Background: an optimization exercise with open tools, aiming at small area, a short achievable clock period and few clock cycles. Do not read the settings as production practice.
At most, simulation tests tie the RTL to the original design; equivalence was not proved.
No activity file was given, so power comes from the tool's default toggle rates.

## fewcore
module fewcore (clk, reset, imem_addr, imem_rdata, dmem_addr, dmem_wdata, dmem_we, dmem_rdata);
Size in the first run: roughly 4400 cells after synthesis, ~690 flip-flops, ~38000 um^2 of cells after synthesis.
clock: 12.5 ns
lec_check: 0
abc_area: 1
cap_margin: 20
core_margin: 2
core_utilization: 40
place_density: 0.6
slew_margin: 20
standard.sh (not shown) runs the stock make flow with config.mk's settings and CLKGATE_MAP_FILE= SYNTH_SCRIPT=/design/flow/synth_recipe.tcl, a recipe that flattens the netlist after the stock synthesis.
==> flow/flow/run.sh <==
#!/bin/bash
# Own flow: the standard layout (standard.sh, unchanged synthesis) with
#  - the ports buffered by a plain buffer cell instead of the delay cell the
#    resizer picks by default,
#  - timing repair asked to leave setup margin,
#  - a clock tree of fewer, smaller buffers without dummy loads.
# make's full output goes to standard_make.log; ORFS's per-step logs stay
# under orfs/logs.
set -uo pipefail
MARGIN=5.5
CTS="-sink_clustering_enable -repair_clock_nets -dont_use_dummy_load -sink_clustering_size 16 -sink_clustering_max_diameter 120 -buf_list sky130_fd_sc_hd__clkbuf_16"
bash standard.sh "SETUP_SLACK_MARGIN=$MARGIN" \
  "BUFFER_PORTS_ARGS=-buffer_cell sky130_fd_sc_hd__buf_2" \
  "CTS_ARGS=$CTS" \
  finish > standard_make.log 2>&1
The first run went through all stages and came out clean.
Edit:
--- a/flow/flow/run.sh
+++ b/flow/flow/run.sh
@@ -8,5 +8,5 @@
 # under orfs/logs.
 set -uo pipefail
-MARGIN=5.5
+MARGIN=6
 CTS="-sink_clustering_enable -repair_clock_nets -dont_use_dummy_load -sink_clustering_size 16 -sink_clustering_max_diameter 120 -buf_list sky130_fd_sc_hd__clkbuf_16"
 bash standard.sh "SETUP_SLACK_MARGIN=$MARGIN" \
After rerunning:
- sequential cell count stays the same
- first-iteration DRC count increases slightly
- worst hold slack barely changes
- die area stays the same
- final cell count hardly moves
- critical path depth does not change
- worst setup slack improved by 0.42 ns
- total power stays flat
- register-to-register slack improved by 0.22 ns
- core utilization increases by 0.11 points
- design area hardly moves
Edit:
--- a/flow/flow/run.sh
+++ b/flow/flow/run.sh
@@ -8,5 +8,5 @@
 # under orfs/logs.
 set -uo pipefail
-MARGIN=6
+MARGIN=7
 CTS="-sink_clustering_enable -repair_clock_nets -dont_use_dummy_load -sink_clustering_size 16 -sink_clustering_max_diameter 120 -buf_list sky130_fd_sc_hd__clkbuf_16"
 bash standard.sh "SETUP_SLACK_MARGIN=$MARGIN" \
Final cell count rose by 3.1%.
Clock skew stays flat.
Flip-flop and latch count stays the same.
Design area rose by about 11%.
Clock power is about the same.
Synthesized area does not change.
Total power rose by 4.2%.
Maximum frequency rose by about 16%.
Combinational power rose by about 25%.
Die area does not change.
Routed wire length rose by 5.3%.
Edit:
--- a/flow/flow/run.sh
+++ b/flow/flow/run.sh
@@ -8,5 +8,5 @@
 # under orfs/logs.
 set -uo pipefail
-MARGIN=7
+MARGIN=6.5
 CTS="-sink_clustering_enable -repair_clock_nets -dont_use_dummy_load -sink_clustering_size 16 -sink_clustering_max_diameter 120 -buf_list sky130_fd_sc_hd__clkbuf_16"
 bash standard.sh "SETUP_SLACK_MARGIN=$MARGIN" \
Die area does not change.
Global-route usage went down by 1.5 points.
Combinational power went down by about 20%.
No functional check of the RTL was part of any run of this note.


south:
Another version of the RTL of fewcore (not shown whole).
Size: ~3800 cells after synthesis, roughly 0.040 mm2 of cells after synthesis.
Design fewcore, start of the top module:
module fewcore (clk, reset, imem_addr, imem_rdata, dmem_addr, dmem_wdata, dmem_we, dmem_rdata);
==> flow/config.mk <==
export PLATFORM = sky130hd
export DESIGN_NAME = fewcore
export DESIGN_NICKNAME = fewcore
export VERILOG_FILES = /design/flow/design.v
export SDC_FILE = /design/flow/constraint.sdc
export NUM_CORES = 4
export LEC_CHECK = 0
export ABC_CLOCK_PERIOD_IN_PS = 4000
export CAP_MARGIN = 20
export CORE_MARGIN = 2
export CORE_UTILIZATION = 40
export PLACE_DENSITY = 0.6
export SLEW_MARGIN = 20
==> flow/constraint.sdc <==
create_clock -name core_clock -period 12.5 [get_ports {clk}]
set_input_delay 2.5000 -clock core_clock [delete_from_list [all_inputs] [get_ports {clk}]]
set_output_delay 2.5000 -clock core_clock [all_outputs]
set_load 0.01 [all_outputs]
run.sh (not shown) runs the stock make flow with config.mk's settings and CLKGATE_MAP_FILE= SYNTH_SCRIPT=/design/flow/synth_recipe.tcl, a recipe that flattens the netlist after the stock synthesis.
Stock flow here: none of the scripts above is used.
Changes in west relative to south:
==> flow/flow/run.sh (new file) <==
#!/bin/bash
# Own flow: the standard layout (standard.sh, unchanged synthesis), with
# the ports buffered by a plain buffer cell instead of the delay cell the
# resizer picks by default, and timing repair asked to leave setup margin.
set -uo pipefail
MARGIN=${FLOW_SETUP_MARGIN:-7}
bash standard.sh "SETUP_SLACK_MARGIN=$MARGIN" \
  "BUFFER_PORTS_ARGS=-buffer_cell sky130_fd_sc_hd__buf_2" \
  finish > standard_make.log 2>&1
status=$?
cp -f orfs/logs/sky130hd/fewcore/base/*.log . 2>/dev/null || true
exit $status
==> flow/standard.sh (new file) <==
#!/bin/bash
# synth_recipe.tcl (not shown) runs the flow's synth.tcl, then flattens the netlist and writes it again
# the make line also repeats each setting of config.mk as NAME=value (left out here)
make -C /OpenROAD-flow-scripts/flow DESIGN_CONFIG=/design/flow/config.mk WORK_HOME=/design/flow/orfs CLKGATE_MAP_FILE= SYNTH_SCRIPT=/design/flow/synth_recipe.tcl "${@:-finish}"
removed: flow/run.sh
--- outcome ---
- Across south and west, none had a timing, DRC or antenna violation.
- Cmp west vs south: detailed route wirelength on metal3 higher in west
- Compared with south, west shows a higher met2 demand-to-capacity share in global routing.
- On west: worst setup slack is 2.50 ns higher than what south gave.
- Status: post-detailed-route via-to-cell ratio parity (south, west)
- Summary of west over south: share of power burned in registers saw a decrease, count of plain and timing-repair buffers saw an increase, number of cells on the worst reg-to-reg path saw an increase, combinational power saw an increase.
- Combinational power share (higher): west
No run of this note included a check of the RTL's function; only the layout flow was run.


Another version of the RTL of fewcore (not shown whole).
Size: ~38000 sq um of cells after synthesis.
// fewcore
module fewcore (clk, reset, imem_addr, imem_rdata, dmem_addr, dmem_wdata, dmem_we, dmem_rdata);
export LEC_CHECK = 0
export ABC_AREA = 1
export CAP_MARGIN = 20
export CORE_MARGIN = 2
export CORE_UTILIZATION = 40
export PLACE_DENSITY = 0.6
export SLEW_MARGIN = 20
create_clock -name core_clock -period 12.5 [get_ports {clk}]
standard.sh (not shown) runs the stock make flow with config.mk's settings and CLKGATE_MAP_FILE= SYNTH_SCRIPT=/design/flow/synth_recipe.tcl, a recipe that flattens the netlist after the stock synthesis.
==> flow/flow/run.sh <==
#!/bin/bash
# Own flow: the standard layout (standard.sh, unchanged synthesis) with
#  - the ports buffered by a plain buffer cell instead of the delay cell the
#    resizer picks by default,
#  - timing repair asked to leave setup margin,
#  - a clock tree of fewer, smaller buffers without dummy loads.
# make's full output goes to standard_make.log; ORFS's per-step logs stay
# under orfs/logs.
set -uo pipefail
MARGIN=6.5
CTS="-sink_clustering_enable -repair_clock_nets -dont_use_dummy_load -sink_clustering_size 22 -sink_clustering_max_diameter 140 -buf_list sky130_fd_sc_hd__clkbuf_16"
bash standard.sh "SETUP_SLACK_MARGIN=$MARGIN" \
  "BUFFER_PORTS_ARGS=-buffer_cell sky130_fd_sc_hd__buf_2" \
  "CTS_ARGS=$CTS" \
  finish > standard_make.log 2>&1
Testbench counts at the start, summed over its fixed seeds: cycles 63,270.
==> next run, changes <==
--- a/flow/flow/run.sh
+++ b/flow/flow/run.sh
@@ -10,3 +10,3 @@
 MARGIN=6.5
-CTS="-sink_clustering_enable -repair_clock_nets -dont_use_dummy_load -sink_clustering_size 22 -sink_clustering_max_diameter 140 -buf_list sky130_fd_sc_hd__clkbuf_16"
+CTS="-sink_clustering_enable -repair_clock_nets -dont_use_dummy_load -sink_clustering_size 16 -sink_clustering_max_diameter 120 -buf_list sky130_fd_sc_hd__clkbuf_16"
 bash standard.sh "SETUP_SLACK_MARGIN=$MARGIN" \
--- a/flow/config.mk
+++ b/flow/config.mk
@@ -10,4 +10,4 @@
 export CORE_MARGIN = 2
-export CORE_UTILIZATION = 40
-export PLACE_DENSITY = 0.6
+export CORE_UTILIZATION = 55
+export PLACE_DENSITY = 0.7
 export SLEW_MARGIN = 20
Result: Sequential power is about the same; setup slack improved by 58 ps; non-clock buffer count came out higher by 10; die area came out lower by a quarter to a third; routed wire length came out lower by a few percent; core utilization came out higher by 17 points; hold slack got worse by 17 ps; flip-flop and latch count stays the same.
==> next run, changes <==
--- a/flow/flow/run.sh
+++ b/flow/flow/run.sh
@@ -9,4 +9,4 @@
 set -uo pipefail
-MARGIN=6.5
-CTS="-sink_clustering_enable -repair_clock_nets -dont_use_dummy_load -sink_clustering_size 16 -sink_clustering_max_diameter 120 -buf_list sky130_fd_sc_hd__clkbuf_16"
+MARGIN=7.5
+CTS="-sink_clustering_enable -repair_clock_nets -dont_use_dummy_load -sink_clustering_size 22 -sink_clustering_max_diameter 140 -buf_list sky130_fd_sc_hd__clkbuf_16"
 bash standard.sh "SETUP_SLACK_MARGIN=$MARGIN" \
--- a/flow/config.mk
+++ b/flow/config.mk
@@ -10,4 +10,5 @@
 export CORE_MARGIN = 2
-export CORE_UTILIZATION = 55
-export PLACE_DENSITY = 0.7
+export CORE_UTILIZATION = 40
+export PLACE_DENSITY = 0.6
 export SLEW_MARGIN = 20
+export TNS_END_PERCENT = 0
Final area rose by 4.3%.
Critical path depth fell by 4.
Power fell by 3.4%.
Global-route usage fell by 10 points.
Wire length rose by 6.8%.
==> next run, changes <==
--- a/flow/flow/run.sh
+++ b/flow/flow/run.sh
@@ -9,4 +9,4 @@
 set -uo pipefail
-MARGIN=7.5
-CTS="-sink_clustering_enable -repair_clock_nets -dont_use_dummy_load -sink_clustering_size 22 -sink_clustering_max_diameter 140 -buf_list sky130_fd_sc_hd__clkbuf_16"
+MARGIN=7
+CTS="-sink_clustering_enable -repair_clock_nets -dont_use_dummy_load -sink_clustering_size 16 -sink_clustering_max_diameter 120 -buf_list sky130_fd_sc_hd__clkbuf_16"
 bash standard.sh "SETUP_SLACK_MARGIN=$MARGIN" \
--- a/flow/config.mk
+++ b/flow/config.mk
@@ -13,2 +13 @@
 export SLEW_MARGIN = 20
-export TNS_END_PERCENT = 0
What happened: Combinational power goes up by 10%. Fmax goes up by 2.0%. Total power goes up by 5.6%. Worst setup slack gains 110 ps. Utilization goes up by 2.1 points. Clock power goes up by about 10%. Cell area goes up by 4.6%. Critical path depth goes down by 1. Routed wire length goes up by 2.0%. Final cell count goes up by 1.7%.
==> next run, changes <==
--- a/flow/flow/run.sh
+++ b/flow/flow/run.sh
@@ -9,3 +9,3 @@
 set -uo pipefail
-MARGIN=7
+MARGIN=6.5
 CTS="-sink_clustering_enable -repair_clock_nets -dont_use_dummy_load -sink_clustering_size 16 -sink_clustering_max_diameter 120 -buf_list sky130_fd_sc_hd__clkbuf_16"
=> Via count decreases by a few percent; worst setup slack is worse by 450 ps; final cell count is lower by a few percent; design area goes down by a little under a tenth; non-clock buffer count decreases by 175; total power shrinks slightly.
==> next run, changes <==
--- a/flow/flow/run.sh
+++ b/flow/flow/run.sh
@@ -9,4 +9,4 @@
 set -uo pipefail
-MARGIN=6.5
-CTS="-sink_clustering_enable -repair_clock_nets -dont_use_dummy_load -sink_clustering_size 16 -sink_clustering_max_diameter 120 -buf_list sky130_fd_sc_hd__clkbuf_16"
+MARGIN=7
+CTS="-sink_clustering_enable -repair_clock_nets -dont_use_dummy_load -sink_clustering_size 22 -sink_clustering_max_diameter 140 -buf_list sky130_fd_sc_hd__clkbuf_16"
 bash standard.sh "SETUP_SLACK_MARGIN=$MARGIN" \
--- a/flow/config.mk
+++ b/flow/config.mk
@@ -13 +13,2 @@
 export SLEW_MARGIN = 20
+export TNS_END_PERCENT = 0
Clock power came out lower by roughly a tenth.
Final area came out higher by a few percent.
Total power came out lower by a few percent.
Synthesized cell count does not change.
Setup slack improves by 360 ps.
Via count came out higher by a few percent.
Routed wire length came out higher by a few percent.


Setup of exp/nickel:
fewcore, a different RTL version from the one above (not shown whole).
Size in the first run: ~4600 cells after synthesis, ~700 flip-flops, ~160 I/O pins, roughly 38000 µm² of cells after synthesis.
Design fewcore, start of the top module:
module fewcore (clk, reset, imem_addr, imem_rdata, dmem_addr, dmem_wdata, dmem_we, dmem_rdata);
	input clk, reset;
	output [31:0] imem_addr;
	input  [31:0] imem_rdata;
	output [31:0] dmem_addr;
	output [31:0] dmem_wdata;
	output dmem_we;
	input  [31:0] dmem_rdata;
	reg  [31:0] pcF;           
	reg         fv;            
	reg         again;         
	reg         start;         
	reg  [31:0] aX, oX;        
	reg  [31:0] zX;            
	reg         vX, jmpX, cEqX, cNeX, cLeX, cGeX;
	reg  [3:0]  ltX, eqX;       
	wire [31:0] sum;           
	wire [31:0] pcF4 = {pcF[31:2] + 30'd1, pcF[1:0]};
	wire        bLt = ltX[3] | eqX[3] & (ltX[2] | eqX[2] & (ltX[1] | eqX[1] & ltX[0]));
	wire        bEq = &eqX;
	wire        takeX = jmpX | (cEqX & bEq) | (cNeX & ~bEq) | (cLeX & (bLt | bEq)) | (cGeX & ~bLt);
	wire        redir = vX & takeX;
	wire        dHaz;
	wire        refetch = fv & dHaz & ~redir;
  ...
export LEC_CHECK = 0
export ABC_AREA = 1
export CAP_MARGIN = 20
export CORE_MARGIN = 2
export CORE_UTILIZATION = 40
export PLACE_DENSITY = 0.6
export SLEW_MARGIN = 20
export TNS_END_PERCENT = 0
create_clock -name core_clock -period 12.5 [get_ports {clk}]
==> flow/flow/run.sh <==
#!/bin/bash
# Own flow: the standard layout (standard.sh, unchanged synthesis) with
#  - the ports buffered by a plain buffer cell instead of the delay cell the
#    resizer picks by default,
#  - timing repair asked to leave setup margin,
#  - a clock tree of fewer, smaller buffers without dummy loads.
# make's full output goes to standard_make.log; ORFS's per-step logs stay
# under orfs/logs.
set -uo pipefail
MARGIN=7
CTS="-sink_clustering_enable -repair_clock_nets -dont_use_dummy_load -sink_clustering_size 20 -sink_clustering_max_diameter 130 -buf_list sky130_fd_sc_hd__clkbuf_16"
bash standard.sh "SETUP_SLACK_MARGIN=$MARGIN" \
  "BUFFER_PORTS_ARGS=-buffer_cell sky130_fd_sc_hd__buf_2" \
  "CTS_ARGS=$CTS" \
  finish > standard_make.log 2>&1
exp/nickel: full flow OK, the timing, design-rule and antenna checks passed
Testbench counts of exp/nickel, summed over its fixed seeds: cycles 63,270.
## Diff of input files: exp/juniper against exp/nickel
diff --git a/flow/flow/run.sh b/flow/flow/run.sh
--- a/flow/flow/run.sh
+++ b/flow/flow/run.sh
@@ -8,8 +8,8 @@
 # under orfs/logs.
 set -uo pipefail
-MARGIN=7
+MARGIN=7.5
 CTS="-sink_clustering_enable -repair_clock_nets -dont_use_dummy_load -sink_clustering_size 20 -sink_clustering_max_diameter 130 -buf_list sky130_fd_sc_hd__clkbuf_16"
 bash standard.sh "SETUP_SLACK_MARGIN=$MARGIN" \
-  "BUFFER_PORTS_ARGS=-buffer_cell sky130_fd_sc_hd__buf_2" \
+  "BUFFER_PORTS_ARGS=-buffer_cell sky130_fd_sc_hd__buf_1" \
   "CTS_ARGS=$CTS" \
   finish > standard_make.log 2>&1
diff --git a/flow/config.mk b/flow/config.mk
--- a/flow/config.mk
+++ b/flow/config.mk
@@ -7,8 +7,8 @@
 export LEC_CHECK = 0
 export ABC_AREA = 1
-export CAP_MARGIN = 20
+export CAP_MARGIN = 5
 export CORE_MARGIN = 2
 export CORE_UTILIZATION = 40
 export PLACE_DENSITY = 0.6
-export SLEW_MARGIN = 20
+export SLEW_MARGIN = 5
 export TNS_END_PERCENT = 0
[summary]
Cell with the largest stage delay on the worst path = sky130_fd_sc_hd__ha_1: exp/juniper; cell with the largest stage delay on the worst path = sky130_fd_sc_hd__buf_4: exp/nickel
Relative to exp/nickel, clock latency at the later pin of the worst-skew pair has gone up in exp/juniper.
Min combinational power across exp/juniper and exp/nickel: exp/juniper
Routability congestion estimate, exp/juniper vs exp/nickel: down slightly
Diff exp/nickel..exp/juniper | register share of total power | negligible
Relative to exp/juniper, the following input files were edited for exp/amber:
diff --git a/flow/flow/run.sh b/flow/flow/run.sh
--- a/flow/flow/run.sh
+++ b/flow/flow/run.sh
@@ -11,5 +11,5 @@
 CTS="-sink_clustering_enable -repair_clock_nets -dont_use_dummy_load -sink_clustering_size 20 -sink_clustering_max_diameter 130 -buf_list sky130_fd_sc_hd__clkbuf_16"
 bash standard.sh "SETUP_SLACK_MARGIN=$MARGIN" \
-  "BUFFER_PORTS_ARGS=-buffer_cell sky130_fd_sc_hd__buf_1" \
+  "BUFFER_PORTS_ARGS=-buffer_cell sky130_fd_sc_hd__buf_2" \
   "CTS_ARGS=$CTS" \
   finish > standard_make.log 2>&1
diff --git a/flow/config.mk b/flow/config.mk
--- a/flow/config.mk
+++ b/flow/config.mk
@@ -7,8 +7,8 @@
 export LEC_CHECK = 0
 export ABC_AREA = 1
-export CAP_MARGIN = 5
+export CAP_MARGIN = 20
 export CORE_MARGIN = 2
 export CORE_UTILIZATION = 40
 export PLACE_DENSITY = 0.6
-export SLEW_MARGIN = 5
+export SLEW_MARGIN = 20
 export TNS_END_PERCENT = 0
Results
Library cell contributing the largest single delay on the critical path: sky130_fd_sc_hd__nand4_1 -> exp/amber, sky130_fd_sc_hd__ha_1 -> exp/juniper
Maximum frequency delta (exp/juniper -> exp/amber): insignificant
From exp/juniper to exp/amber the numbers moved as follows: met1 wire length went down, number of clock-tree buffers in the layout went down, total of fill cells in the finished design went down.

[port drivers added, routing unchanged]
No port has a modelled driver above. Below, the same layouts with a new extraction and two added sets of constraints. Step 1 assumes that a clkbuf_16 drives the clock port and a buf_2 every other input. Step 2, shift: input delay + t, output delay - t, t = (earliest + latest rising clock arrival at the registers) / 2. This alone moves slack from input paths to output paths. Three values: no drivers, after step 1, after step 2; two values: the first two.
run	t, ns	setup WS [ns]	cell pins on the clock port's net
the first run of note 1	0.701	5.517 / 5.568 / 4.868	1
the second run of note 1	0.703	5.939 / 5.987 / 5.284	1
the third run of note 1	0.705	6.826 / 6.756 / 6.172	1
the fourth run of note 1	0.702	6.426 / 6.474 / 5.772	1
south	0.727	2.660 / 2.589 / 3.316	1
west	0.727	5.155 / 5.084 / 5.811	1
the first run of note 3	0.683	6.466 / 6.516 / 5.833	1
the second run of note 3	0.701	6.524 / 6.512 / 5.863	1
the third run of note 3	0.675	6.844 / 6.799 / 6.225	1
the fourth run of note 3	0.694	6.955 / 6.927 / 6.311	1
the fifth run of note 3	0.706	6.504 / 6.487 / 5.848	1
the sixth run of note 3	0.681	6.867 / 6.792 / 6.239	1
exp/nickel	0.691	6.852 / 6.857 / 6.211	1
exp/juniper	0.681	6.804 / 6.852 / 6.170	1
exp/amber	0.684	6.807 / 6.854 / 6.169	1
After both steps setup and hold are still met in every run listed. For the second run of note 3, which loses most, drivers alone change the setup slack by -0.012 ns; drivers and shift together by -0.661 ns.
